Context: an optimization exercise on an open-source flow, tuned for small area. The choices shown serve that exercise and are no tape-out recipe.
For this run, only the layout was checked, not whether the RTL still works.

==> design/flow/design.v <==
`timescale 1ns/10ps
module pos_bit_count #(
    parameter DATA_WIDTH = 1024,
    parameter DATA_WIDTH_LOG2 = 10  
) (
    input clk,
    input rst_n,
    input [DATA_WIDTH-1:0] data_in,
    output reg [DATA_WIDTH_LOG2:0] pos_bit_count
);
    reg [DATA_WIDTH_LOG2:0] temp;
    always @(posedge clk) begin
        if(!rst_n) begin
            pos_bit_count <= 0;
        end
        else begin
            temp = 0;
            for (integer i = 0; i < DATA_WIDTH; i=i+1) begin
                temp = temp + data_in[i];
            end
            pos_bit_count <= temp;
        end
    end
endmodule
`timescale 1ns/10ps
module advanced_trace_filter #(
    parameter DETERMINISTIC_DATA_WIDTH = 256,
    parameter NUM_OF_SEEDS = 4, 
    parameter RANGES_PER_SEED = 4,
    parameter SEEDS_ADDR_WIDTH = 2,
    parameter RANGES_ADDR_WIDTH = 2,
    parameter BIT_COUNTS_WIDTH = 11  
) (
    input wire clk,
    input wire rst_n,
    input wire en,
    input wire [DETERMINISTIC_DATA_WIDTH-1:0] data_pkt_deterministic,
    input wire [DETERMINISTIC_DATA_WIDTH-1:0] seed_input,
    input wire [DETERMINISTIC_DATA_WIDTH-1:0] seed_mask_input,
    input wire [SEEDS_ADDR_WIDTH-1:0] seed_address,
    input wire seed_write_enable,
    input wire [BIT_COUNTS_WIDTH-1:0] lower_bound_input,
    input wire [BIT_COUNTS_WIDTH-1:0] upper_bound_input,
    input wire [RANGES_ADDR_WIDTH-1:0] range_address,
    input wire range_write_enable,
    output reg drop_pkt,
    output reg keep_pkt,
    output wire [BIT_COUNTS_WIDTH-1:0] result_bit_counts_0_probe,
    output wire [BIT_COUNTS_WIDTH-1:0] lower_bound_0_0_probe,
    output wire [BIT_COUNTS_WIDTH-1:0] upper_bound_0_0_probe,
    output wire [NUM_OF_SEEDS*BIT_COUNTS_WIDTH-1:0] bit_counts  
);
    reg [DETERMINISTIC_DATA_WIDTH-1:0] seeds [NUM_OF_SEEDS-1:0];
    reg [DETERMINISTIC_DATA_WIDTH-1:0] seed_masks [NUM_OF_SEEDS-1:0];
    reg [BIT_COUNTS_WIDTH-1:0] lower_bounds [NUM_OF_SEEDS-1:0] [RANGES_PER_SEED-1:0];
    reg [BIT_COUNTS_WIDTH-1:0] upper_bounds [NUM_OF_SEEDS-1:0] [RANGES_PER_SEED-1:0];
    wire [BIT_COUNTS_WIDTH-1:0] result_bit_counts [NUM_OF_SEEDS-1:0];
    assign result_bit_counts_0_probe = result_bit_counts[0];
    assign lower_bound_0_0_probe = lower_bounds[0][0];
    assign upper_bound_0_0_probe = upper_bounds[0][0];
    for (genvar i = 0; i < NUM_OF_SEEDS; i++) begin : g_seed
        assign bit_counts[i*BIT_COUNTS_WIDTH +: BIT_COUNTS_WIDTH] = result_bit_counts[i];
        pos_bit_count #(
            .DATA_WIDTH(DETERMINISTIC_DATA_WIDTH)
        ) pos_bit_count_inst (
            .clk(clk),
            .rst_n(rst_n),
            .data_in(~(data_pkt_deterministic ^ seeds[i]) & seed_masks[i]),  
            .pos_bit_count(result_bit_counts[i])
        );
    end
    always @(posedge clk) begin
        if (rst_n == 1'b0) begin
            for (int i = 0; i < NUM_OF_SEEDS; i++) begin
                seeds[i] <= '0;
                seed_masks[i] <= '0;
            end
        end else begin
            if (seed_write_enable) begin
                seeds[seed_address] <= seed_input;
                seed_masks[seed_address] <= seed_mask_input;
            end
        end
    end
    always @(posedge clk) begin
        if (rst_n == 1'b0) begin
            for (int i = 0; i < NUM_OF_SEEDS; i++) begin
                for (int j = 0; j < RANGES_PER_SEED; j++) begin
                    lower_bounds[i][j] <= '1;
                    upper_bounds[i][j] <= '0;
                end
            end
        end else begin
            if (range_write_enable) begin
                lower_bounds[seed_address][range_address] <= lower_bound_input;
                upper_bounds[seed_address][range_address] <= upper_bound_input;
            end
        end
    end
    reg temp_keep;
    always @(posedge clk) begin
        if (rst_n == 1'b0) begin
            drop_pkt <= 1'b1;
            keep_pkt <= 1'b0;
        end else begin
            if (~en) begin
                drop_pkt <= 1'b1;
                keep_pkt <= 1'b0;
            end else begin
                temp_keep = 0;
                for (int i = 0; i < NUM_OF_SEEDS; i++) begin
                    for (int j = 0; j < RANGES_PER_SEED; j++) begin
                        if (result_bit_counts[i] >= lower_bounds[i][j] && result_bit_counts[i] <= upper_bounds[i][j]) begin
                            temp_keep = 1;
                        end
                    end
                end
                keep_pkt <= temp_keep;
                drop_pkt <= ~temp_keep;
            end
        end
    end
endmodule
==> design/flow/run.sh <==
#!/bin/bash
# synth_recipe.tcl (not shown) runs the flow's synth.tcl, then flattens the netlist and writes it again
# the make line also repeats each setting of config.mk as NAME=value (left out here)
make -C /OpenROAD-flow-scripts/flow DESIGN_CONFIG=/design/flow/config.mk WORK_HOME=/design/flow/orfs CLKGATE_MAP_FILE= SYNTH_SCRIPT=/design/flow/synth_recipe.tcl finish
==> design/flow/config.mk <==
export PLATFORM = sky130hd
export DESIGN_NAME = advanced_trace_filter
export DESIGN_NICKNAME = advanced_trace_filter
export VERILOG_FILES = /design/flow/design.v
export SDC_FILE = /design/flow/constraint.sdc
export NUM_CORES = 4
export LEC_CHECK = 0
export CAP_MARGIN = 20
export CORE_MARGIN = 2
export CORE_UTILIZATION = 40
export SLEW_MARGIN = 20
==> design/flow/constraint.sdc <==
create_clock -name core_clock -period 12.0 [get_ports {clk}]
set_input_delay 2.4000 -clock core_clock [delete_from_list [all_inputs] [get_ports {clk}]]
set_output_delay 2.4000 -clock core_clock [all_outputs]
set_load 0.01 [all_outputs]
==> run notes <==
-- final timing paths --
| check | startpoint | end | slack (ns) | cells after the start |
|---|---|---|---|---|
| worst max register to register | seeds[1][196] | g_seed[1].pos_bit_count_inst.pos_bit_count[8] | 2.90 | 31 |
| worst max-delay path | data_pkt_deterministic[196] | g_seed[1].pos_bit_count_inst.pos_bit_count[8] | 1.18 | 32 |
| worst min register to register | lower_bounds[3][10] | drop_pkt | 0.82 | 2 |
| worst min-delay path | lower_bounds[3][10] | drop_pkt | 0.82 | 2 |
-- Yosys cell counts, drive strengths merged, types with 2 or more instances --
cell and count:
a2111oi 20, a211o 7, a211oi 19, a21o 34
a21oi 80, a311oi 2, a31oi 4, and2 632
and3 35, and4 5, buf 99, clkbuf 492
dfxtp 38, edfxtp 2400, fa 968, ha 448
inv 1760, nand2 1108, nand2b 17, nand3 25
nand4 26, nor2 1591, nor2b 23, nor3 26
nor3b 4, nor4 6, o2111ai 7, o211ai 6
o21a 24, o21ai 81, o21bai 13, o22ai 2
o311ai 2, o31ai 4, o41ai 3, or2 2
or3 178, xnor2 1036, xor2 8
-- worst max-delay path, delay by kind of cell --
family          cells  cell delay (ns)
compound gates      5             0.76
xor+xnor            1             0.14
fa+ha+maj          13             6.71
buf+inv             9             1.19
simple gates        4             0.41
-- area by class of cell --
cell class | count | area share
clock inverters | 144 | 0.00921
multi-input cells | 6462 | 0.336
inverters | 1760 | 0.0422
repair buffers | 986 | 0.0624
well taps | 4387 | 0.0351
diodes | 67 | 0.00107
clock buffers | 364 | 0.0489
flip-flops and latches | 2438 | 0.466
-- kinds of logic after synthesis --
family          share of synthesized area
compound gates                     0.0151
xor+xnor                           0.0681
fa+ha+maj                           0.186
buf+inv                            0.0670
flops                               0.543
other cells                     0.0000279
simple gates                        0.121
-- through the flow --
step / area [µm²] / hold WS, ns
global route: 156000 / 0.886
finish: 156000 / 0.817
CTS: 156000 / 0.833
floorplan: 134000 / 0.615
detailed placement: 147000 / 0.833
global placement: 147000 / 0.816
-- metal layers --
metal	vias to the layer above	share of wire	GRT usage
li1	36800	-	-
met1	42000	0.40	0.342
met2	3401	0.47	0.412
met3	685	0.091	0.0531
met4	80	0.043	0.102
met5	-	0.0012	0
-- state kept, by name, indices dropped and copies added (netlist names) --
register,cells
upper_bounds,176
seed_masks,1024
drop_pkt,1
seeds,1024
g_seed.pos_bit_count_inst.pos_bit_count,36
lower_bounds,176
keep_pkt,1
==> results.toml <==
[critical_path]
start_kind = "primary input"
critPathCaptureType = "flip-flop"
max_stage_delay_ns = 0.65
crit_type = "primary input to flip-flop"
slowest_stage = "fa_1"
cp_data_arrival_time_ns = 11.61
worst_ep_required_time_ns = 12.79
crit_fanout = 4
crit_path_frequent_cell = "fa_1"

[logic_synthesis]
syn_avg_cell_area_um2 = 11.9
synth_top_area_cell = "edfxtp_1"
synth.area.top_cells = "edfxtp_1 54%, fa_1 14%, xnor2_1 6.8%"
synth.distinct_cells = 52
seq_area_frac_synth = 0.543
netlist_area_mm2 = 0.134
synth_edf_count = 2400
synthArstFlopShare = 0
synth_cells = 11200
synth.top_cell.area_share = 0.537
ys_ff_latch = 2438
yosysWarnings = 2
synthFlopType = "edfxtp_1"

[grt]
grt_max_degree = 150
grt_pass1_vias = 86300
antenna_found_initial = 152
grt_pass1_wl_um = 620000
overflow = 0
grtUsageTotal = 0.257

[clock_network]
htreeDepth = 5
clockBufferDepth = 4
postCtsSetupRepairBufs = 0
cts_sinks = 2438
postCtsHoldBufs = 0
cts_resized = 0
cts_tree = "yes"
cts_inserted_buffers = 285
clkLatencyLatePin_ns = 0.92
cts_root_buffer = "clkbuf_16"
clk_pin_slew_worst_paths_ns = 0.06

[timing]
clock.fmax_mhz = 92.4
final_hold_viol_count = 0
worstMarginPinSlew_ns = 1.14
rsz0062_at_grt = "false"
period_share = 0.902
slew_violations = 0
setup_slack_ns = 1.18
finClkSkew_ns = 0.0603
setup_tns_ns = 0
post-route-min-period_ns = 10.82
slew_headroom = 0.237
setup_viol = 0

[floorplan]
chipWidth_um = 583
io_pins = 878
fp.dieH_um = 583
core_area_mm2 = 0.334
die-area_mm2 = 0.340
start_util = 0.402
rows = 212

[place]
port_buffers = 867
dp_hpwl_um = 329000
dp_slack_ns = 0.334
place_congestion = 0.933
dp_cells = 16000

[finish]
stdcell_count = 16600
final_common_cell = "edfxtp_1"
area_delta_synth_final_pct = 16.6
seqCellArea_mm2 = 0.0728
layout.nets = 14100
fin_util = 0.469
multiInputGateArea_mm2 = 0.0525
drive_above_1_share = 0.0444
final_cell_mix = "2400 x edfxtp_1, 1760 x inv_1, 1591 x nor2_1, 1105 x nand2_1, 1036 x xnor2_1"
fillers = 29800

[flow_run]
cap_violations = 0

[route]
drc = 0
wl_per_cell_um = 26.5
final_antenna_net_count = 0
via_per_inst = 5.00
drtIter0Drc = 8282
wl_um = 440000
vias = 83100
drt-pass1-iter-count = 6

[min_path]
hold_class = "flip-flop to flip-flop"

[run_status]
run_status = "no timing/DRC/antenna violations"

==> separate check: timing with driven ports <==
How much do the figures lean on ideal ports? The routed layout below was timed once more, with nothing changed but the port constraints.
Step 1 assumes that a clkbuf_16 drives the clock port and a buf_2 every other input.
Step 2 adds t to the input delays and takes it off the output delays; t is the mean of the earliest and latest rising clock arrival at the registers after step 1. Input paths then give back, and output paths get back, about the clock's delay inside the block.
Slacks: ideal ports / drivers / drivers and shift; pairs: ideal ports / drivers.
t, ns: 1.004
setup slack, ns: 1.176 / 1.260 / 0.256
slew at the worst register clock pin (ns): 0.07 / 0.07
worst data-port slew with drivers (ns): 0.38
After both steps setup and hold are still met in this run. For this run, drivers alone change the setup slack by +0.084 ns; drivers and shift together by -0.920 ns.
